Source: an optimization exercise on an open RTL-to-GDS flow (aim: small area). Production flows keep margins and buffers that such runs may drop.
In this exercise RTL edits were held to simulation tests only and were not proved equivalent to the original.

==> module seconds_clock, before the edit <==
module seconds_clock(
	input SYSTEM_CLOCK,
	input RESET,
	output SECONDS_TICK
);
reg [5:0] s;
assign SECONDS_TICK = s[3] & s[2] & s[1] & s[0];
always @(posedge SYSTEM_CLOCK) begin
	if (RESET)
		s <= 6'd18;
	else
		s <= {s[4:0], s[5] ^ s[4] ^ (s[1] & s[2])};
end
endmodule
==> module dac_adapter, before the edit <==
module dac_adapter(
	input CLOCK,
	input CE,
	input RESET,
	input SPI_MISO,
	output SPI_SCK,
	output SPI_MOSI,
	output DAC_CS,
	output DAC_CLR,
	output [7:0]CHECK
);
reg [6:0] pos;
reg clr;
reg [9:0] u;
reg pol;
reg [7:0] leds;
wire shift = ~pos[6];
wire [4:0] idx = pos[5:1];                  
wire last = pos[6] & pos[1] & pos[0];       
wire do6 = pos[6] & ~pos[1] & ~pos[0];      
wire samp = shift & ~pos[0] & ~pos[5] & pos[4];   
wire [7:0] pt;
assign pt[0] = CE;
genvar k;
generate for (k = 0; k < 7; k = k + 1) begin : g_pos
	assign pt[k+1] = pt[k] & pos[k];
end endgenerate
wire [6:0] pinc = pos ^ pt[6:0];
wire wrap_pos = CE & last;
always @(posedge CLOCK) begin
	if (RESET) begin
		pos <= 7'd65;
		clr <= 1'b0;
	end else begin
		pos <= {pinc[6] & ~wrap_pos, pinc[5:3], pinc[2] & ~wrap_pos, pinc[1:0]};
		clr <= clr | CE;
	end
end
wire up = CE & do6;
wire [9:0] K = 10'd25;
wire [10:0] c;
assign c[0] = 1'b0;
generate for (k = 0; k < 10; k = k + 1) begin : g_add
	assign c[k+1] = K[k] ? (u[k] | c[k]) : (u[k] & c[k]);
end endgenerate
wire wrap_u = c[10] & ~u[3];
wire [9:0] B49 = 10'd49;
always @(posedge CLOCK) begin
	if (RESET) begin
		u <= 10'h3ff;
		pol <= 1'b1;
	end else if (up) begin
		u <= (u ^ K ^ c[9:0]) | (wrap_u ? B49 : 10'd0);
		pol <= pol ^ wrap_u;
	end
end
wire [2:0] lsel = ~pos[3:1];
wire md = SPI_MISO & ~RESET;
generate for (k = 0; k < 8; k = k + 1) begin : g_leds
	wire de = RESET | (CE & samp & (lsel == k));
	always @(posedge CLOCK)
		if (de)
			leds[k] <= md;
end endgenerate
reg mosi_s;
always @* begin
	if (!idx[4])
		mosi_s = idx[3] ? idx[1] : (idx[2:0] == 3'd0);
	else case (idx[3:0])
		4'd0: mosi_s = u[9] ^ pol;
		4'd1: mosi_s = u[8] ^ pol;
		4'd2: mosi_s = u[7] ^ pol;
		4'd3: mosi_s = u[6] ^ pol;
		4'd4: mosi_s = u[5] ^ pol;
		4'd5: mosi_s = u[4] ^ pol;
		4'd6: mosi_s = u[3] ^ pol;
		4'd7: mosi_s = u[2] ^ pol;
		4'd8: mosi_s = u[1] ^ pol;
		4'd9: mosi_s = u[0] ^ pol;
		4'd15: mosi_s = 1'b1;
		default: mosi_s = 1'b0;
	endcase
end
assign SPI_MOSI = shift ? mosi_s : (~pos[1] & (~pos[0] | clr));
assign SPI_SCK = pos[0] & (shift | (~pos[1] & clr));
assign DAC_CS = pos[6] & (pos[1] | pos[0]);
assign DAC_CLR = clr;
assign CHECK = leds;
endmodule
==> flow/config.mk <==
export PLATFORM = sky130hd
export DESIGN_NAME = main
export DESIGN_NICKNAME = main
export VERILOG_FILES = /design/flow/design.v
export SDC_FILE = /design/flow/constraint.sdc
export NUM_CORES = 4
export LEC_CHECK = 0
export ABC_AREA = 1
export CAP_MARGIN = 20
export CORE_AREA = 5 5 85 85
export DIE_AREA = 0 0 90 90
export SLEW_MARGIN = 20
==> flow/constraint.sdc <==
create_clock -name core_clock -period 10.0 [get_ports {SYSTEM_CLOCK}]
set_input_delay 2.0000 -clock core_clock [delete_from_list [all_inputs] [get_ports {SYSTEM_CLOCK}]]
set_output_delay 2.0000 -clock core_clock [all_outputs]
set_load 0.01 [all_outputs]
standard.sh (not shown) runs the stock make flow with config.mk's settings and CLKGATE_MAP_FILE= SYNTH_SCRIPT=/design/flow/synth_recipe.tcl, a recipe that flattens the netlist after the stock synthesis.
==> flow/flow/run.sh <==
#!/bin/bash
# Own layout flow: the standard synthesis, then an area re-mapping of its
# combinational logic (flip-flops untouched), then the standard layout
# with smaller port buffers and a single-level clock tree.
set -euo pipefail
W=$(pwd)
F=$W/flow
R=$W/orfs/results/$FLOW_PLATFORM/main/base
LIB=$FLOW_HOME/platforms/$FLOW_PLATFORM/lib/sky130_fd_sc_hd__tt_025C_1v80.lib

bash standard.sh synth > $W/log_synth.txt 2>&1

cp $R/1_2_yosys.v $W/std_synth.v
DU=$(sed -n '/^export DONT_USE_CELLS += /,/^#/p' $FLOW_HOME/platforms/$FLOW_PLATFORM/config.mk | tr -d '\\' | grep -o 'sky130_fd_sc_hd__[a-z0-9_]*' | sed 's/^/-dont_use /' | tr '\n' ' ')
sed -e "s#LIBFILE#$LIB#g" -e "s#IN_NETLIST#$W/std_synth.v#" -e "s#OUT_NETLIST#$W/remap.v#" \
    -e "s#LOGDIR#$W#g" -e "s#ABCSCRIPT#$F/area.abc#" -e "s#DONTUSE#$DU#" $F/remap.ys > $W/remap.ys
yosys -s $W/remap.ys > $W/log_remap.txt 2>&1
cp $W/remap.v $R/1_2_yosys.v

export BUFFER_PORTS_ARGS="-buffer_cell sky130_fd_sc_hd__buf_1"
export CTS_ARGS="-sink_clustering_enable -repair_clock_nets -buf_list sky130_fd_sc_hd__clkbuf_4 -sink_clustering_size 50 -sink_clustering_max_diameter 200 -dont_use_dummy_load"
bash standard.sh finish > $W/log_layout.txt 2>&1
==> flow/flow/area.abc <==
strash; dc2; strash; dch -f; amap; topo; strash; dc2; dch -f; amap; topo
==> flow/flow/remap.ys <==
# Re-map the combinational logic of the standard synthesis for area.
# The flip-flops (and their instance names) are kept as they are.
read_liberty -ignore_miss_func LIBFILE
read_verilog -defer IN_NETLIST
hierarchy -top main
setattr -mod -set keep_hierarchy 1 sky130_fd_sc_hd__df* sky130_fd_sc_hd__edf*
flatten
opt_clean -purge
tee -o LOGDIR/remap_before.txt stat main
abc -liberty LIBFILE DONTUSE -script ABCSCRIPT main
opt_clean -purge
select main
hilomap -singleton -hicell sky130_fd_sc_hd__conb_1 HI -locell sky130_fd_sc_hd__conb_1 LO
splitnets
insbuf -buf sky130_fd_sc_hd__buf_1 A X
opt_clean -purge
rename -enumerate
tee -o LOGDIR/remap_after.txt stat -liberty LIBFILE
write_verilog -noattr -noexpr -nohex -nodec -selected OUT_NETLIST
Next try:
--- a/flow/design.v
+++ b/flow/design.v
@@ -1,19 +1,21 @@
 `timescale 1ns / 1ps
 module seconds_clock(
 	input SYSTEM_CLOCK,
 	input RESET,
 	output SECONDS_TICK
 );
-reg [5:0] s;
+localparam [5:0] P = 6'b101010;
+reg [5:0] q;
+wire [5:0] s = q ^ P;
 assign SECONDS_TICK = s[3] & s[2] & s[1] & s[0];
 always @(posedge SYSTEM_CLOCK) begin
 	if (RESET)
-		s <= 6'd18;
+		q <= 6'd18 ^ P;
 	else
-		s <= {s[4:0], s[5] ^ s[4] ^ (s[1] & s[2])};
+		q <= {s[4:0], s[5] ^ s[4] ^ (s[1] & s[2])} ^ P;
 end
 endmodule
 `timescale 1ns / 1ps
 module dac_adapter(
 	input CLOCK,
 	input CE,
@@ -23,36 +25,34 @@
 	output SPI_MOSI,
 	output DAC_CS,
 	output DAC_CLR,
 	output [7:0]CHECK
 );
 reg [6:0] pos;
-reg clr;
 reg [9:0] u;
 reg pol;
 reg [7:0] leds;
 wire shift = ~pos[6];
 wire [4:0] idx = pos[5:1];                  
 wire last = pos[6] & pos[1] & pos[0];       
 wire do6 = pos[6] & ~pos[1] & ~pos[0];      
+wire rst = pos[6] & pos[2];               
 wire samp = shift & ~pos[0] & ~pos[5] & pos[4];   
 wire [7:0] pt;
-assign pt[0] = CE;
+assign pt[0] = CE & ~rst;
 genvar k;
 generate for (k = 0; k < 7; k = k + 1) begin : g_pos
 	assign pt[k+1] = pt[k] & pos[k];
 end endgenerate
 wire [6:0] pinc = pos ^ pt[6:0];
 wire wrap_pos = CE & last;
 always @(posedge CLOCK) begin
 	if (RESET) begin
-		pos <= 7'd65;
-		clr <= 1'b0;
+		pos <= 7'd70;
 	end else begin
-		pos <= {pinc[6] & ~wrap_pos, pinc[5:3], pinc[2] & ~wrap_pos, pinc[1:0]};
-		clr <= clr | CE;
+		pos <= {pinc[6] & ~wrap_pos, pinc[5:3], pinc[2] & ~wrap_pos & ~(CE & rst), pinc[1:0]};
 	end
 end
 wire up = CE & do6;
 wire [9:0] K = 10'd25;
 wire [10:0] c;
 assign c[0] = 1'b0;
@@ -94,16 +94,16 @@
 		4'd8: mosi_s = u[1] ^ pol;
 		4'd9: mosi_s = u[0] ^ pol;
 		4'd15: mosi_s = 1'b1;
 		default: mosi_s = 1'b0;
 	endcase
 end
-assign SPI_MOSI = shift ? mosi_s : (~pos[1] & (~pos[0] | clr));
-assign SPI_SCK = pos[0] & (shift | (~pos[1] & clr));
+assign SPI_MOSI = shift ? mosi_s : ~pos[1];
+assign SPI_SCK = pos[0] & (shift | ~pos[1]);
 assign DAC_CS = pos[6] & (pos[1] | pos[0]);
-assign DAC_CLR = clr;
+assign DAC_CLR = ~rst;
 assign CHECK = leds;
 endmodule
 `timescale 1ns / 1ps
 module main(
 	input SYSTEM_CLOCK,
 	input RESET,
Effect:
- sequential cell count fell by 1
- setup slack gains 0.35 ns
- worst hold slack loses 0.039 ns
- count of clock-buffer cells in the layout stays the same
- wire length rose by a few percent
- cell area fell by a few percent

## afterwards: timing with drivers on the ports
The results above use ideal ports. As a check the final layouts listed here were re-extracted and re-timed, cells and wires unchanged.
Step 1 sets driving cells, clkbuf_16 on the clock port and buf_2 on the other inputs (assumed; they add their load-dependent delay and slew).
Step 2 also shifts input and output timing later by t, the mid clock arrival at the registers, as if the neighbouring blocks saw the same clock.
a / b / c = no drivers / after step 1 / after step 2; a / b = the first two.
| run | t, ns | slack for setup (ns) | hold WS [ns] | worst slew at a driven data input, ns |
|---|---|---|---|---|
| the first run | 0.340 | 5.219 / 5.194 / 5.534 | 0.434 / 0.434 / 0.434 | 0.03 |
| the second run | 0.337 | 5.568 / 5.546 / 5.883 | 0.396 / 0.396 / 0.396 | 0.03 |
After both steps setup and hold are still met in every run listed.
